This is an optimization exercise on Yosys and OpenROAD, whose aim is small area and a short achievable clock period, not a production implementation. In this exercise RTL edits were held to simulation tests only and were not proved equivalent to the original.

// neuron_intra_Nbits
module neuron_intra_Nbits #(
parameter N = 16,
parameter N_INPUTS = 16,
parameter LOG_N_INPUTS = 4
) (
    input  wire                         clk,
    input  wire                         rst,
    input  wire                         en,
    input  wire signed [N*N_INPUTS-1:0] W,
    input  wire signed [N*N_INPUTS-1:0] X_N,
    output reg signed [         N-1:0] Out
);
Size: ~510 flip-flops, ~530 I/O pins.
clock: 14.0 ns
lec_check: 0
cap_margin: 40
core_margin: 2
core_utilization: 40
slew_margin: 60
synth_hierarchical: 1
synth_minimum_keep_size: 0
run.sh (not shown) runs the stock make flow with config.mk's settings and CLKGATE_MAP_FILE= SYNTH_SCRIPT=/design/flow/synth_recipe.tcl, a recipe that flattens the netlist after the stock synthesis.
The starting point completed without violations.
Edit:
==> flow/flow/run.sh (new file) <==
#!/bin/bash
# Own layout flow: the standard flow (standard.sh: unchanged synthesis,
# constraints and steps) with these changes in how the layout is made:
#  - the port buffers that buffer_ports adds to every input and output are
#    sky130_fd_sc_hd__buf_2 rather than the tool's default pick
#    (clkdlybuf4s50_1, a slow delay cell twice the area);
#  - the repair_timing run after clock-tree synthesis aims for 7.8 ns of setup
#    slack, and the one after global routing for 7.7 ns (SETUP_SLACK_MARGIN),
#    so the resizer keeps shortening the worst paths after they meet the
#    14 ns clock. Floorplan and placement keep the default margin.
# make's and each tool's full output goes to the standard_*.log files here;
# ORFS also keeps a log per step under orfs/logs/.
set -euo pipefail
BP="BUFFER_PORTS_ARGS=-buffer_cell sky130_fd_sc_hd__buf_2"
bash standard.sh "$BP" place > standard_place.log 2>&1
bash standard.sh "$BP" SETUP_SLACK_MARGIN=7.8 cts > standard_cts.log 2>&1
bash standard.sh "$BP" SETUP_SLACK_MARGIN=7.7 finish > standard_finish.log 2>&1
test -s out/final.def
==> flow/standard.sh (new file) <==
#!/bin/bash
# synth_recipe.tcl (not shown) runs the flow's synth.tcl, then flattens the netlist and writes it again
# the make line also repeats each setting of config.mk as NAME=value (left out here)
make -C /OpenROAD-flow-scripts/flow DESIGN_CONFIG=/design/flow/config.mk WORK_HOME=/design/flow/orfs CLKGATE_MAP_FILE= SYNTH_SCRIPT=/design/flow/synth_recipe.tcl "${@:-finish}"
removed: flow/run.sh
After rerunning: Register-to-register slack gains 0.49 ns. Global-route usage went up by 1.6 points. First-iteration DRC count went up by 6.8%. Worst hold slack loses 0.018 ns. Via count went up by about 2.4%. Design area went up by about 3.3%. Final cell count went up by 1.5%. Synthesized cell count is unchanged.
Edit:
==> flow/flow/run.sh (replaced) <==
#!/bin/bash
# Own layout flow: the standard flow (standard.sh: unchanged synthesis,
# constraints and steps), except that the port buffers that buffer_ports adds
# to every input and output are sky130_fd_sc_hd__buf_2 rather than the tool's
# default pick (clkdlybuf4s50_1, a slow delay cell twice the area).
# make's and each tool's full output goes to standard_finish.log here; ORFS
# also keeps a log per step under orfs/logs/.
set -euo pipefail
bash standard.sh "BUFFER_PORTS_ARGS=-buffer_cell sky130_fd_sc_hd__buf_2" finish > standard_finish.log 2>&1
test -s out/final.def
What happened: Core utilization drops by 2.1 points. First-iteration DRC count climbs slightly. Worst setup slack got worse by 0.93 ns. Die area does not change.
Edit:
==> flow/flow/run.sh (replaced) <==
#!/bin/bash
# Own layout flow: the standard flow (standard.sh: unchanged synthesis,
# constraints and steps) with two changes in how the layout is made:
#  - the port buffers that buffer_ports adds to every input and output are
#    sky130_fd_sc_hd__buf_2 rather than the tool's default pick
#    (clkdlybuf4s50_1, a slow delay cell twice the area);
#  - the repair_timing run after clock-tree synthesis aims for 7.6 ns of setup
#    slack (SETUP_SLACK_MARGIN), so the resizer keeps shortening the worst
#    paths after they meet the 14 ns clock. Every other step keeps the default.
# make's and each tool's full output goes to the standard_*.log files here;
# ORFS also keeps a log per step under orfs/logs/.
set -euo pipefail
BP="BUFFER_PORTS_ARGS=-buffer_cell sky130_fd_sc_hd__buf_2"
bash standard.sh "$BP" place > standard_place.log 2>&1
bash standard.sh "$BP" SETUP_SLACK_MARGIN=7.6 cts > standard_cts.log 2>&1
bash standard.sh "$BP" finish > standard_finish.log 2>&1
test -s out/final.def
=> Setup slack is better by 0.68 ns; maximum frequency rises by roughly a tenth; wire length barely changes; clock skew falls by 0.0030 ns; design area rises slightly; utilization rises by 0.41 points; via count rises slightly; worst hold slack hardly moves; global-route usage stays flat.

---

## v6
Another version of the RTL of neuron_intra_Nbits (not shown whole).
For scale: roughly 520 flip-flops, about 0.11 mm² of cells after synthesis.
==> flow/config.mk <==
export PLATFORM = sky130hd
export DESIGN_NAME = neuron_intra_Nbits
export DESIGN_NICKNAME = neuron_intra_Nbits
export VERILOG_FILES = /design/flow/design.v
export SDC_FILE = /design/flow/constraint.sdc
export NUM_CORES = 4
export LEC_CHECK = 0
export CAP_MARGIN = 20
export CORE_MARGIN = 2
export CORE_UTILIZATION = 60
export SLEW_MARGIN = 20
export SYNTH_HIERARCHICAL = 1
export SYNTH_MINIMUM_KEEP_SIZE = 0
==> flow/constraint.sdc <==
create_clock -name core_clock -period 14.0 [get_ports {clk}]
set_input_delay 2.8000 -clock core_clock [delete_from_list [all_inputs] [get_ports {clk}]]
set_output_delay 2.8000 -clock core_clock [all_outputs]
set_load 0.01 [all_outputs]
Stock flow here: none of the scripts above is used.
v6 closes out successfully: all stages finished, all timing, DRC and antenna checks passed.
[inputs] v7 vs v6
Settings: CORE_UTILIZATION: 60 -> 40; CAP_MARGIN: 20 -> 40; SLEW_MARGIN: 20 -> 60.
Findings:
- v7: no failed stages, no open violations at the end
- o21bai_1 as the library cell contributing the largest single delay on the critical path was reported by v6, and fa_1 by v7.
- v7 ended up with a lower core utilization than v6 did.
- The final cell count reported for v7 is greater than that of v6 by about 11%.
- Lower buffering overhead goes to v7 over v6.
- Going from v6 to v7, worst endpoint required time shrinks by 70 ps.

what the ideal ports hide:
The results above use ideal ports. As a check the final layouts listed here were re-extracted and re-timed, cells and wires unchanged.
Step 1: set_driving_cell puts a clkbuf_16 on clk and a buf_2 on each other input, an assumption about the parent block.
Step 2, shift: input delay + t, output delay - t, t = (earliest + latest rising clock arrival at the registers) / 2. This alone moves slack from input paths to output paths.
Slacks: no drivers / after step 1 / after step 2; pairs: no drivers / after step 1.
| run | shift t [ns] | slack for setup (ns) | worst setup path after step 2 | latest minus earliest clock arrival (ns) |
|---|---|---|---|---|
| the first run of note 1 | 0.794 | 6.680 / 6.756 / 5.961 | input to register | 0.043 / 0.043 |
| the second run of note 1 | 0.804 | 7.652 / 7.640 / 6.835 | input to register | 0.053 / 0.053 |
| the third run of note 1 | 0.805 | 6.722 / 6.722 / 6.077 | input to register | 0.060 / 0.059 |
| the fourth run of note 1 | 0.808 | 7.399 / 7.399 / 6.682 | input to register | 0.055 / 0.055 |
| v6 | 0.805 | 6.273 / 6.273 / 5.653 | input to register | 0.059 / 0.059 |
| v7 | 0.788 | 6.420 / 6.473 / 5.686 | input to register | 0.048 / 0.049 |
After both steps every run listed still meets setup and hold. For the second run of note 1, which loses most, drivers alone change the setup slack by -0.012 ns; drivers and shift together by -0.817 ns.
